This design comes from an exercise in tuning for small area and a short achievable clock period on the open sky130 flow, not from production work. For this run, only the layout was checked, not whether the RTL still works. Power and IR drop assume default switching activity.

===== config.mk =====
export PLATFORM = sky130hd
export DESIGN_NAME = fir13_filter
export DESIGN_NICKNAME = fir13_filter
export VERILOG_FILES = /design/flow/design.v
export SDC_FILE = /design/flow/constraint.sdc
export NUM_CORES = 4
export LEC_CHECK = 0
export ABC_CLOCK_PERIOD_IN_PS = 2500
export CAP_MARGIN = 20
export CORE_MARGIN = 2
export CORE_UTILIZATION = 40
export SETUP_SLACK_MARGIN = 5.0
export SLEW_MARGIN = 20

===== constraint.sdc =====
create_clock -name core_clock -period 7.5 [get_ports {clk}]
set_input_delay 1.5000 -clock core_clock [delete_from_list [all_inputs] [get_ports {clk}]]
set_output_delay 1.5000 -clock core_clock [all_outputs]
set_load 0.01 [all_outputs]

===== design.v =====
`timescale 1ns / 1ps
module fir13_filter(
    input wire clk,
    input wire n_rst,
    input wire signed [7:0] x_in,
    output reg signed [7:0] y_out
);
    reg signed [7:0] xr0, xr1, xr2, xr3, xr4, xr5, xr6, xr7, xr8, xr9, xr10, xr11, xr12;
    always @(posedge clk or negedge n_rst) begin
        if (!n_rst) begin
            xr0 <= 0; xr1 <= 0; xr2 <= 0; xr3 <= 0; xr4 <= 0; xr5 <= 0; xr6 <= 0;
            xr7 <= 0; xr8 <= 0; xr9 <= 0; xr10 <= 0; xr11 <= 0; xr12 <= 0;
        end else begin
            xr0 <= x_in; xr1 <= xr0; xr2 <= xr1; xr3 <= xr2; xr4 <= xr3; xr5 <= xr4; xr6 <= xr5;
            xr7 <= xr6; xr8 <= xr7; xr9 <= xr8; xr10 <= xr9; xr11 <= xr10; xr12 <= xr11;
        end
    end
    reg signed [8:0] pa3, pa4, pa5, pb0, pb1;
    always @(posedge clk or negedge n_rst) begin
        if (!n_rst) begin
            pa3 <= 0; pa4 <= 0; pa5 <= 0; pb0 <= 0; pb1 <= 0;
        end else begin
            pa3 <= xr2 + xr8;    
            pa4 <= xr3 + xr7;    
            pa5 <= xr4 + xr6;    
            pb0 <= xr0 + xr12;
            pb1 <= xr1 + xr11;
        end
    end
    wire signed [7:0] x6 = xr7;    
    wire t1 = pa3[0] ^ pa3[3];
    wire t2 = pa3[0] & pa3[3];
    wire t3 = pa3[1] ^ pa3[4] ^ pa3[6];
    wire t4 = (pa3[1] & pa3[4]) | (pa3[1] & pa3[6]) | (pa3[4] & pa3[6]);
    wire t5 = pa3[2] ^ pa3[5] ^ pa3[7];
    wire t6 = (pa3[2] & pa3[5]) | (pa3[2] & pa3[7]) | (pa3[5] & pa3[7]);
    wire t7 = pa4[1] ^ pa4[3] ^ pa5[0];
    wire t8 = (pa4[1] & pa4[3]) | (pa4[1] & pa5[0]) | (pa4[3] & pa5[0]);
    wire t9 = pa3[3] ^ pa3[6] ^ ~pa3[8];
    wire t10 = (pa3[3] & pa3[6]) | (pa3[3] & ~pa3[8]) | (pa3[6] & ~pa3[8]);
    wire t11 = pa4[2] ^ pa4[4] ^ pa5[1];
    wire t12 = (pa4[2] & pa4[4]) | (pa4[2] & pa5[1]) | (pa4[4] & pa5[1]);
    wire t13 = ~pa5[4] ^ pa5[7];
    wire t14 = ~pa5[4] & pa5[7];
    wire t15 = pa3[4] ^ pa3[7] ^ pa4[3];
    wire t16 = (pa3[4] & pa3[7]) | (pa3[4] & pa4[3]) | (pa3[7] & pa4[3]);
    wire t17 = pa4[5] ^ pa5[2] ^ ~pa5[5];
    wire t18 = (pa4[5] & pa5[2]) | (pa4[5] & ~pa5[5]) | (pa5[2] & ~pa5[5]);
    wire t19 = ~pa5[8] ^ 1'b1;
    wire t20 = ~pa5[8] & 1'b1;
    wire t21 = pa3[5] ^ ~pa3[8] ^ pa4[4];
    wire t22 = (pa3[5] & ~pa3[8]) | (pa3[5] & pa4[4]) | (~pa3[8] & pa4[4]);
    wire t23 = pa4[6] ^ pa5[3];
    wire t24 = pa4[6] & pa5[3];
    wire t25 = pa3[6] ^ pa4[5] ^ pa4[7];
    wire t26 = (pa3[6] & pa4[5]) | (pa3[6] & pa4[7]) | (pa4[5] & pa4[7]);
    wire t27 = pa3[2] ^ pa3[4] ^ pa4[0];
    wire t28 = (pa3[2] & pa3[4]) | (pa3[2] & pa4[0]) | (pa3[4] & pa4[0]);
    wire t29 = pa3[5] ^ pa4[1] ^ ~pa5[1];
    wire t30 = (pa3[5] & pa4[1]) | (pa3[5] & ~pa5[1]) | (pa4[1] & ~pa5[1]);
    wire t31 = pa5[4] ^ 1'b1;
    wire t32 = pa5[4] & 1'b1;
    wire t33 = pa4[0] ^ pa4[2] ^ ~pa5[2];
    wire t34 = (pa4[0] & pa4[2]) | (pa4[0] & ~pa5[2]) | (pa4[2] & ~pa5[2]);
    wire t35 = pa5[5] ^ t2 ^ t3;
    wire t36 = (pa5[5] & t2) | (pa5[5] & t3) | (t2 & t3);
    wire t37 = ~pa5[3] ^ pa5[6] ^ 1'b1;
    wire t38 = (~pa5[3] & pa5[6]) | (~pa5[3] & 1'b1) | (pa5[6] & 1'b1);
    wire t39 = t4 ^ t5 ^ t7;
    wire t40 = (t4 & t5) | (t4 & t7) | (t5 & t7);
    wire t41 = 1'b1 ^ t13 ^ t6;
    wire t42 = (1'b1 & t13) | (1'b1 & t6) | (t13 & t6);
    wire t43 = t8 ^ t9 ^ t11;
    wire t44 = (t8 & t9) | (t8 & t11) | (t9 & t11);
    wire t45 = t14 ^ t19 ^ t10;
    wire t46 = (t14 & t19) | (t14 & t10) | (t19 & t10);
    wire t47 = t12 ^ t15 ^ t17;
    wire t48 = (t12 & t15) | (t12 & t17) | (t15 & t17);
    wire t49 = ~pa5[6] ^ t20 ^ t23;
    wire t50 = (~pa5[6] & t20) | (~pa5[6] & t23) | (t20 & t23);
    wire t51 = t16 ^ t18 ^ t21;
    wire t52 = (t16 & t18) | (t16 & t21) | (t18 & t21);
    wire t53 = pa5[4] ^ ~pa5[7] ^ 1'b1;
    wire t54 = (pa5[4] & ~pa5[7]) | (pa5[4] & 1'b1) | (~pa5[7] & 1'b1);
    wire t55 = t24 ^ t22 ^ t25;
    wire t56 = (t24 & t22) | (t24 & t25) | (t22 & t25);
    wire t57 = pa3[7] ^ pa4[6] ^ ~pa4[8];
    wire t58 = (pa3[7] & pa4[6]) | (pa3[7] & ~pa4[8]) | (pa4[6] & ~pa4[8]);
    wire t59 = pa5[5] ^ pa5[8] ^ t26;
    wire t60 = (pa5[5] & pa5[8]) | (pa5[5] & t26) | (pa5[8] & t26);
    wire t61 = ~pa3[8] ^ pa4[7];
    wire t62 = ~pa3[8] & pa4[7];
    wire t63 = pa3[0] ^ pa3[2];
    wire t64 = pa3[0] & pa3[2];
    wire t65 = pa3[1] ^ pa3[3] ^ pa5[2];
    wire t66 = (pa3[1] & pa3[3]) | (pa3[1] & pa5[2]) | (pa3[3] & pa5[2]);
    wire t67 = ~pa5[0] ^ pa5[3] ^ 1'b1;
    wire t68 = (~pa5[0] & pa5[3]) | (~pa5[0] & 1'b1) | (pa5[3] & 1'b1);
    wire t69 = t31 ^ t1 ^ t28;
    wire t70 = (t31 & t1) | (t31 & t28) | (t1 & t28);
    wire t71 = t32 ^ t30 ^ t33;
    wire t72 = (t32 & t30) | (t32 & t33) | (t30 & t33);
    wire t73 = t34 ^ t37 ^ t36;
    wire t74 = (t34 & t37) | (t34 & t36) | (t37 & t36);
    wire t75 = t38 ^ t40 ^ t41;
    wire t76 = (t38 & t40) | (t38 & t41) | (t40 & t41);
    wire t77 = t42 ^ t44 ^ t45;
    wire t78 = (t42 & t44) | (t42 & t45) | (t44 & t45);
    wire t79 = t46 ^ t49 ^ t48;
    wire t80 = (t46 & t49) | (t46 & t48) | (t49 & t48);
    wire t81 = t53 ^ t50 ^ t52;
    wire t82 = (t53 & t50) | (t53 & t52) | (t50 & t52);
    wire t83 = t54 ^ t57 ^ t56;
    wire t84 = (t54 & t57) | (t54 & t56) | (t57 & t56);
    wire t85 = pa5[6] ^ t61 ^ t58;
    wire t86 = (pa5[6] & t61) | (pa5[6] & t58) | (t61 & t58);
    wire t87 = ~pa4[8] ^ pa5[7];
    wire t88 = ~pa4[8] & pa5[7];
    wire t89 = pa3[1] ^ pa5[0];
    wire t90 = pa3[1] & pa5[0];
    wire t91 = pa5[1] ^ 1'b1 ^ t63;
    wire t92 = (pa5[1] & 1'b1) | (pa5[1] & t63) | (1'b1 & t63);
    wire t93 = 1'b1 ^ t64 ^ t65;
    wire t94 = (1'b1 & t64) | (1'b1 & t65) | (t64 & t65);
    wire t95 = t66 ^ t67 ^ t27;
    wire t96 = (t66 & t67) | (t66 & t27) | (t67 & t27);
    wire t97 = t68 ^ t29 ^ t69;
    wire t98 = (t68 & t29) | (t68 & t69) | (t29 & t69);
    wire t99 = t70 ^ t71 ^ t35;
    wire t100 = (t70 & t71) | (t70 & t35) | (t71 & t35);
    wire t101 = t72 ^ t39 ^ t73;
    wire t102 = (t72 & t39) | (t72 & t73) | (t39 & t73);
    wire t103 = t43 ^ t74 ^ t75;
    wire t104 = (t43 & t74) | (t43 & t75) | (t74 & t75);
    wire t105 = t47 ^ t76 ^ t77;
    wire t106 = (t47 & t76) | (t47 & t77) | (t76 & t77);
    wire t107 = t51 ^ t78 ^ t79;
    wire t108 = (t51 & t78) | (t51 & t79) | (t78 & t79);
    wire t109 = t55 ^ t80 ^ t81;
    wire t110 = (t55 & t80) | (t55 & t81) | (t80 & t81);
    wire t111 = t59 ^ t82 ^ t83;
    wire t112 = (t59 & t82) | (t59 & t83) | (t82 & t83);
    wire t113 = t60 ^ t85 ^ t84;
    wire t114 = (t60 & t85) | (t60 & t84) | (t85 & t84);
    wire t115 = t62 ^ t87 ^ t86;
    wire t116 = (t62 & t87) | (t62 & t86) | (t87 & t86);
    wire t117 = ~pa5[8] ^ 1'b1 ^ t88;
    wire t118 = (~pa5[8] & 1'b1) | (~pa5[8] & t88) | (1'b1 & t88);
    reg [30:0] qa;
    always @(posedge clk or negedge n_rst) begin
        if (!n_rst)
            qa <= 31'b1001100001011010000111000101000;    
        else
            qa <= {t118, t117, t116, t115, t114, t113, t112, t111, t110, t109, t108, t107, t106, t105, t104, t103, t102, t101, t100, t99, t98, t97, t96, t95, t94, t93, t92, t91, t90, t89, pa3[0]};
    end
    wire t119 = ~pb0[0] ^ ~pb0[1] ^ ~pb1[0];
    wire t120 = (~pb0[0] & ~pb0[1]) | (~pb0[0] & ~pb1[0]) | (~pb0[1] & ~pb1[0]);
    wire t121 = ~pb0[1] ^ ~pb0[2] ^ ~pb1[1];
    wire t122 = (~pb0[1] & ~pb0[2]) | (~pb0[1] & ~pb1[1]) | (~pb0[2] & ~pb1[1]);
    wire t123 = ~pb1[3] ^ ~pb1[5];
    wire t124 = ~pb1[3] & ~pb1[5];
    wire t125 = ~pb0[2] ^ ~pb0[3] ^ ~pb1[2];
    wire t126 = (~pb0[2] & ~pb0[3]) | (~pb0[2] & ~pb1[2]) | (~pb0[3] & ~pb1[2]);
    wire t127 = ~pb1[4] ^ ~pb1[6] ^ ~x6[6];
    wire t128 = (~pb1[4] & ~pb1[6]) | (~pb1[4] & ~x6[6]) | (~pb1[6] & ~x6[6]);
    wire t129 = ~pb0[3] ^ ~pb0[4] ^ ~pb1[3];
    wire t130 = (~pb0[3] & ~pb0[4]) | (~pb0[3] & ~pb1[3]) | (~pb0[4] & ~pb1[3]);
    wire t131 = ~pb1[5] ^ ~pb1[7] ^ x6[0];
    wire t132 = (~pb1[5] & ~pb1[7]) | (~pb1[5] & x6[0]) | (~pb1[7] & x6[0]);
    wire t133 = x6[7] ^ qa[12];
    wire t134 = x6[7] & qa[12];
    wire t135 = ~pb0[4] ^ ~pb0[5] ^ ~pb1[4];
    wire t136 = (~pb0[4] & ~pb0[5]) | (~pb0[4] & ~pb1[4]) | (~pb0[5] & ~pb1[4]);
    wire t137 = ~pb1[6] ^ pb1[8] ^ x6[1];
    wire t138 = (~pb1[6] & pb1[8]) | (~pb1[6] & x6[1]) | (pb1[8] & x6[1]);
    wire t139 = qa[14] ^ qa[15];
    wire t140 = qa[14] & qa[15];
    wire t141 = ~pb0[5] ^ ~pb0[6] ^ ~pb1[5];
    wire t142 = (~pb0[5] & ~pb0[6]) | (~pb0[5] & ~pb1[5]) | (~pb0[6] & ~pb1[5]);
    wire t143 = ~pb1[7] ^ x6[2] ^ qa[16];
    wire t144 = (~pb1[7] & x6[2]) | (~pb1[7] & qa[16]) | (x6[2] & qa[16]);
    wire t145 = ~pb0[6] ^ ~pb0[7] ^ ~pb1[6];
    wire t146 = (~pb0[6] & ~pb0[7]) | (~pb0[6] & ~pb1[6]) | (~pb0[7] & ~pb1[6]);
    wire t147 = pb1[8] ^ x6[3];
    wire t148 = pb1[8] & x6[3];
    wire t149 = ~pb0[7] ^ pb0[8] ^ ~pb1[7];
    wire t150 = (~pb0[7] & pb0[8]) | (~pb0[7] & ~pb1[7]) | (pb0[8] & ~pb1[7]);
    wire t151 = ~pb1[0] ^ ~pb1[2];
    wire t152 = ~pb1[0] & ~pb1[2];
    wire t153 = ~pb0[0] ^ ~pb1[1] ^ ~pb1[3];
    wire t154 = (~pb0[0] & ~pb1[1]) | (~pb0[0] & ~pb1[3]) | (~pb1[1] & ~pb1[3]);
    wire t155 = ~x6[3] ^ qa[4];
    wire t156 = ~x6[3] & qa[4];
    wire t157 = ~pb1[2] ^ ~pb1[4] ^ ~x6[4];
    wire t158 = (~pb1[2] & ~pb1[4]) | (~pb1[2] & ~x6[4]) | (~pb1[4] & ~x6[4]);
    wire t159 = qa[6] ^ qa[7] ^ t119;
    wire t160 = (qa[6] & qa[7]) | (qa[6] & t119) | (qa[7] & t119);
    wire t161 = ~x6[5] ^ qa[8] ^ qa[9];
    wire t162 = (~x6[5] & qa[8]) | (~x6[5] & qa[9]) | (qa[8] & qa[9]);
    wire t163 = t123 ^ t120 ^ t121;
    wire t164 = (t123 & t120) | (t123 & t121) | (t120 & t121);
    wire t165 = qa[10] ^ qa[11] ^ t124;
    wire t166 = (qa[10] & qa[11]) | (qa[10] & t124) | (qa[11] & t124);
    wire t167 = t122 ^ t125 ^ t127;
    wire t168 = (t122 & t125) | (t122 & t127) | (t125 & t127);
    wire t169 = qa[13] ^ t133 ^ t126;
    wire t170 = (qa[13] & t133) | (qa[13] & t126) | (t133 & t126);
    wire t171 = t128 ^ t129 ^ t131;
    wire t172 = (t128 & t129) | (t128 & t131) | (t129 & t131);
    wire t173 = t134 ^ t139 ^ t130;
    wire t174 = (t134 & t139) | (t134 & t130) | (t139 & t130);
    wire t175 = t132 ^ t135 ^ t137;
    wire t176 = (t132 & t135) | (t132 & t137) | (t135 & t137);
    wire t177 = qa[17] ^ t140 ^ t136;
    wire t178 = (qa[17] & t140) | (qa[17] & t136) | (t140 & t136);
    wire t179 = t138 ^ t141 ^ t143;
    wire t180 = (t138 & t141) | (t138 & t143) | (t141 & t143);
    wire t181 = qa[18] ^ qa[19] ^ t147;
    wire t182 = (qa[18] & qa[19]) | (qa[18] & t147) | (qa[19] & t147);
    wire t183 = t142 ^ t144 ^ t145;
    wire t184 = (t142 & t144) | (t142 & t145) | (t144 & t145);
    wire t185 = x6[4] ^ qa[20] ^ qa[21];
    wire t186 = (x6[4] & qa[20]) | (x6[4] & qa[21]) | (qa[20] & qa[21]);
    wire t187 = t148 ^ t146 ^ t149;
    wire t188 = (t148 & t146) | (t148 & t149) | (t146 & t149);
    wire t189 = pb0[8] ^ pb1[8] ^ x6[5];
    wire t190 = (pb0[8] & pb1[8]) | (pb0[8] & x6[5]) | (pb1[8] & x6[5]);
    wire t191 = qa[22] ^ qa[23] ^ t150;
    wire t192 = (qa[22] & qa[23]) | (qa[22] & t150) | (qa[23] & t150);
    wire t193 = x6[6] ^ qa[24];
    wire t194 = x6[6] & qa[24];
    wire t195 = ~pb1[1] ^ ~x6[1];
    wire t196 = ~pb1[1] & ~x6[1];
    wire t197 = ~x6[2] ^ qa[2] ^ qa[3];
    wire t198 = (~x6[2] & qa[2]) | (~x6[2] & qa[3]) | (qa[2] & qa[3]);
    wire t199 = qa[5] ^ t152 ^ t155;
    wire t200 = (qa[5] & t152) | (qa[5] & t155) | (t152 & t155);
    wire t201 = t156 ^ t154 ^ t157;
    wire t202 = (t156 & t154) | (t156 & t157) | (t154 & t157);
    wire t203 = t158 ^ t161 ^ t160;
    wire t204 = (t158 & t161) | (t158 & t160) | (t161 & t160);
    wire t205 = t162 ^ t165 ^ t164;
    wire t206 = (t162 & t165) | (t162 & t164) | (t165 & t164);
    wire t207 = t166 ^ t168 ^ t169;
    wire t208 = (t166 & t168) | (t166 & t169) | (t168 & t169);
    wire t209 = t170 ^ t172 ^ t173;
    wire t210 = (t170 & t172) | (t170 & t173) | (t172 & t173);
    wire t211 = t174 ^ t176 ^ t177;
    wire t212 = (t174 & t176) | (t174 & t177) | (t176 & t177);
    wire t213 = t178 ^ t181 ^ t180;
    wire t214 = (t178 & t181) | (t178 & t180) | (t181 & t180);
    wire t215 = t185 ^ t182 ^ t184;
    wire t216 = (t185 & t182) | (t185 & t184) | (t182 & t184);
    wire t217 = t186 ^ t189 ^ t188;
    wire t218 = (t186 & t189) | (t186 & t188) | (t189 & t188);
    wire t219 = qa[25] ^ t193 ^ t190;
    wire t220 = (qa[25] & t193) | (qa[25] & t190) | (t193 & t190);
    wire t221 = ~x6[7] ^ qa[26] ^ qa[27];
    wire t222 = (~x6[7] & qa[26]) | (~x6[7] & qa[27]) | (qa[26] & qa[27]);
    wire t223 = ~pb1[0] ^ ~x6[0];
    wire t224 = ~pb1[0] & ~x6[0];
    wire t225 = 1'b1 ^ qa[1] ^ t195;
    wire t226 = (1'b1 & qa[1]) | (1'b1 & t195) | (qa[1] & t195);
    wire t227 = t196 ^ t151 ^ t197;
    wire t228 = (t196 & t151) | (t196 & t197) | (t151 & t197);
    wire t229 = t198 ^ t153 ^ t199;
    wire t230 = (t198 & t153) | (t198 & t199) | (t153 & t199);
    wire t231 = t200 ^ t201 ^ t159;
    wire t232 = (t200 & t201) | (t200 & t159) | (t201 & t159);
    wire t233 = t202 ^ t163 ^ t203;
    wire t234 = (t202 & t163) | (t202 & t203) | (t163 & t203);
    wire t235 = t167 ^ t204 ^ t205;
    wire t236 = (t167 & t204) | (t167 & t205) | (t204 & t205);
    wire t237 = t171 ^ t206 ^ t207;
    wire t238 = (t171 & t206) | (t171 & t207) | (t206 & t207);
    wire t239 = t175 ^ t208 ^ t209;
    wire t240 = (t175 & t208) | (t175 & t209) | (t208 & t209);
    wire t241 = t179 ^ t210 ^ t211;
    wire t242 = (t179 & t210) | (t179 & t211) | (t210 & t211);
    wire t243 = t183 ^ t212 ^ t213;
    wire t244 = (t183 & t212) | (t183 & t213) | (t212 & t213);
    wire t245 = t187 ^ t214 ^ t215;
    wire t246 = (t187 & t214) | (t187 & t215) | (t214 & t215);
    wire t247 = t191 ^ t216 ^ t217;
    wire t248 = (t191 & t216) | (t191 & t217) | (t216 & t217);
    wire t249 = t192 ^ t219 ^ t218;
    wire t250 = (t192 & t219) | (t192 & t218) | (t219 & t218);
    wire t251 = t194 ^ t221 ^ t220;
    wire t252 = (t194 & t221) | (t194 & t220) | (t221 & t220);
    wire t253 = qa[28] ^ qa[29] ^ t222;
    wire t254 = (qa[28] & qa[29]) | (qa[28] & t222) | (qa[29] & t222);
    wire [8:0] lo_a = {t238, t236, t234, t232, t230, t228, t226, t224, t223};
    wire [8:0] lo_b = {t239, t237, t235, t233, t231, t229, t227, t225, qa[0]};
    wire [9:0] lo_sum = {1'b0, lo_a} + {1'b0, lo_b};
    reg [8:0] z0, z1;
    reg zc;
    always @(posedge clk or negedge n_rst) begin
        if (!n_rst) begin
            z0 <= 0; z1 <= 0; zc <= 0;
        end else begin
            z0 <= {1'b1, t254, t252, t250, t248, t246, t244, t242, t240};
            z1 <= {1'b0, qa[30], t253, t251, t249, t247, t245, t243, t241};
            zc <= lo_sum[9];
        end
    end
    wire [8:0] acc_hi = z0 + z1 + {8'd0, zc};
    wire sgn = acc_hi[8];
    wire ovf = acc_hi[8] ^ acc_hi[7];
    wire [7:0] clip = ovf ? {sgn, {7{~sgn}}} : acc_hi[7:0];
    always @(posedge clk or negedge n_rst) begin
        if (!n_rst)
            y_out <= 8'd0;
        else
            y_out <= clip;
    end
endmodule

===== run.sh =====
#!/bin/bash
# synth_recipe.tcl (not shown) runs the flow's synth.tcl, then flattens the netlist and writes it again
# the make line also repeats each setting of config.mk as NAME=value (left out here)
make -C /OpenROAD-flow-scripts/flow DESIGN_CONFIG=/design/flow/config.mk WORK_HOME=/design/flow/orfs CLKGATE_MAP_FILE= SYNTH_SCRIPT=/design/flow/synth_recipe.tcl finish

==> flow_metrics.py <==
metrics = {
    "sta": {
        "rsz0062_at_grt": "yes",
        "tightestPinTransition_ps": 742.8,
        "finalHoldViolCount": 0,
        "relSlewSlack_pct": 50.48,
        "period_minus_slack_ps": 3117,
        "max_freq_ghz": 0.3208,
        "fin_worst_skew_ps": 19.60,
        "drv_slew": 0,
        "tns_ps": 0,
        "worst_slack_ps": 4383,
        "setup_violations": 0,
        "period_share_pct": 41.57,
    },
    "global_route": {
        "grt_pass1_wl_um": 29840,
        "grt_pass1_vias": 5892,
        "grt_max_degree": 95,
        "antenna_found_initial": 0,
        "track_usage_pct": 14.55,
        "gr-total-overflow": 0,
    },
    "clock_network": {
        "clockRootBuffer": "clkbuf_16",
        "cts-hold-fix-buffers": 0,
        "cts_buffer_depth": 3,
        "path_clk_slew_ps": 60,
        "clkLatencyLatePin_ps": 510,
        "cts_sinks": 206,
        "cts_max_level": 1,
        "cts_buffers": 22,
        "cts_tree": "built",
    },
    "min_path": {
        "holdCritPathClass": "reg2reg",
        "hold_end": "xr6[6]",
        "holdPathStages": 0,
        "min_from": "xr5[6]",
    },
    "logic_synthesis": {
        "netlist_area_um2": 10170,
        "synthArstFlopShare_pct": 100.0,
        "postSynthCellCount": 769,
        "synth_cell_types": 37,
        "dominantRegCellSynth": "dfrtp_1",
        "synth.avg_cell_area_um2": 13.22,
        "yosysSeqAreaShare_pct": 50.84,
        "synth-edff-count": 0,
        "synth-seq-cells": 206,
        "synth_nets": 965,
        "yosysWarnings": 1,
    },
    "power": {
        "internal_power_uw": 3187,
        "p_leak_uw": 0.005708,
        "p_total_uw": 5046,
        "combinationalPowerShare_pct": 47.9,
        "p_sw_uw": 1859,
        "p_clk_share_pct": 21.8,
        "power_frac_seq_pct": 30.2,
        "power.density_nw_per_um2": 430.3,
        "peakVddDrop_mv": 0.2377,
        "p_sw_share_pct": 36.84,
    },
    "layout": {
        "finalNonFillerCells": 1177,
        "final_common_cell": "inv_1",
        "num-nets-final": 1028,
        "syn_to_final_growth_pct": 15.33,
        "layout_common_cells": "inv_1, dfrtp_1, fa_1, ha_1, xnor2_1",
        "final_core_util_pct": 46.85,
        "diodes": 0,
        "drive_gt1_share_pct": 16.06,
        "nFillCells": 2204,
    },
    "drt": {
        "drtPass1Iterations": 6,
        "drt-initial-drc-count": 287,
        "ant_nets": 0,
        "avgRoutedWirePerCell_um": 15.03,
        "vias": 5231,
        "drc": 0,
        "drt_wl_total_um": 17690,
        "via_per_inst": 4.444,
    },
    "critical_path": {
        "cp.buffers_inverters": 3,
        "crit_fanout": 2,
        "start_kind": "flip-flop",
        "critPathCaptureType": "flip-flop",
        "crit_start": "pb1[1]",
        "path_class": "reg2reg",
        "crit_chain": "inv_2 -> fa_1 -> inv_2 -> fa_2 -> fa_1 -> fa_1 -> inv_2 -> ha_4 -> a21oi_2 -> a21oi_1 -> a211o_1",
        "timing.rr.start": "pb1[1]",
        "critical_path.slowest_cell": "fa_1",
        "path_depth": 11,
        "required_ps": 7890,
        "reg2reg_setup_slack_ps": 4380,
        "r2r_cells": 11,
        "crit_arrival_ps": 3510,
        "critPathMaxStageDelay_ps": 550,
        "path_delay_family": "adder cells",
        "timing.rr.end": "zc",
    },
    "floorplan": {
        "rows": 58,
        "die_w_um": 163.5,
        "design.core.area_um2": 25040,
        "dieHeight_um": 163.5,
        "io_pins": 18,
        "die_area_um2": 26720,
        "start_util_pct": 40.62,
    },
    "place": {
        "dp.cells": 1118,
        "gp_congestion": 0.8245,
        "place_ws_ps": 4251,
        "port_buffers": 17,
        "dp_hpwl_um": 13610,
    },
    "flow_run": {
        "cap_violations": 0,
    },
    "status": {
        "status": "timing/DRC/antenna clean",
    },
}
==> metal layers <==
metal	global-route usage [%]	vias up	part of all wire (%)
li1	-	2455	-
met1	19.81	2674	46
met2	24.07	72	47
met3	2.514	30	3.4
met4	4.346	0	2.8
met5	0	-	0
==> worst reg2reg max path: stages (launching register included) <==
cell	delay, ps
dfrtp_1	350
inv_2	50
fa_1	550
inv_2	40
fa_2	380
fa_1	460
fa_1	510
inv_2	50
ha_4	210
a21oi_2	120
a21oi_1	70
a211o_1	220
==> synthesized netlist by cell type, types with 2 or more instances <==
library cell  count  area share [%]
inv_1           199             7.3
maj3_1            2            0.20
nor2_1           24            0.89
o41ai_1           5            0.43
nand2b_1          5            0.31
xor2_1            4            0.34
a21o_1            8            0.59
nor2b_1           5            0.31
nand2_1          21            0.78
o221a_2           3            0.33
nor3_1            6            0.30
a21oi_1          19            0.94
o21ai_0          22             1.1
nand3_1           3            0.15
o21a_1            2            0.15
fa_1            108              21
o21ai_1           2           0.098
xnor2_1          28             2.4
ha_1             78             9.6
dfstp_2          12             3.1
dfrtp_1         194              48
a21boi_0          3            0.22
a31oi_1           2            0.12
==> worst max path at each step <==
stage          to  slack (ps)
2_1_floorplan  zc        4400
3_3_place_gp   zc        4320
3_5_place_dp   zc        4250
4_1_cts        zc        4350
5_1_grt        zc        4270
6_report       zc        4380
==> cells by family (layout without fill, tap and decap cells) <==
kind of cell,after synthesis,in the layout,synth area share [%]
flip-flops,206,206,50.84
buffers and inverters,199,277,7.345
adder cells (fa/ha/maj),188,188,31.05
AO/OA/AOI/OAI,73,73,4.774
AND/OR/NAND/NOR,69,69,3.101
XOR/XNOR,32,32,2.756
other,1,1,0.03687
multiplexers,1,1,0.09843
==> cell type report <==
| type | count | area [µm²] | area share [%] |
|---|---|---|---|
| clock inverter | 8 | 107.6 | 0.9174 |
| multi-input combinational | 364 | 4325 | 36.88 |
| clock buffer | 31 | 644.4 | 5.494 |
| inverter | 199 | 747.0 | 6.369 |
| sequential | 206 | 5185 | 44.21 |
| tap | 330 | 412.9 | 3.520 |
| timing repair buffer | 39 | 306.5 | 2.614 |
==> through the flow <==
stage,area (µm²),hold WS [ps]
2_1_floorplan,10170,331.2
3_3_place_gp,10780,331.6
3_5_place_dp,10780,335.5
4_1_cts,11600,347.3
5_1_grt,11730,355.0
6_report,11730,343.0
==> sequential cells by signal, indices dropped and copies added, names as in the netlist, 9 cells and up <==
register and count:
pb0 9, pb1 9, qa 31, z0 9
pa4 9, pa3 9, pa5 9
==> power groups by stage <==
stage | Combinational [µW] | Sequential (µW) | Clock [µW]
floorplan | 1740 | 1520 | 0
global route | 2900 | 1550 | 1180
global placement | 2220 | 1550 | 0
finish | 2420 | 1530 | 1100
CTS | 2410 | 1530 | 1140
detailed placement | 2320 | 1550 | 0
==> what timing repair did <==
| item | 4_1_cts | 5_1_grt |
|---|---|---|
| buffers inserted | 10 | 10 |
| pin swaps | 14 | 12 |
| endpoints found under the setup margin | 22 | 23 |
| cloned | 0 | 0 |
| hold endpoints to repair | 0 | 0 |
| resized for setup | 56 | 23 |

-- static timing again, ports no longer ideal --
No port has a modelled driver above. Below, the same layout with a new extraction and two added sets of constraints.
Step 1 assumes that a clkbuf_16 drives the clock port and a buf_2 every other input.
Step 2 times the ports against the registers' clock, not the clock port: input delays grow and output delays shrink by t, the midpoint of the rising clock arrivals with the driver on.
a / b / c = no drivers / after step 1 / after step 2; a / b = the first two.
t (ns): 0.547
slack for setup (ns): 4.383 / 4.383 / 4.383
clock arrival spread, ns: 0.020 / 0.020
worst data-port slew with drivers (ns): 0.06
After both steps setup and hold are still met in this run. For this run, drivers alone change the setup slack by 0.000 ns; drivers and shift together by 0.000 ns.
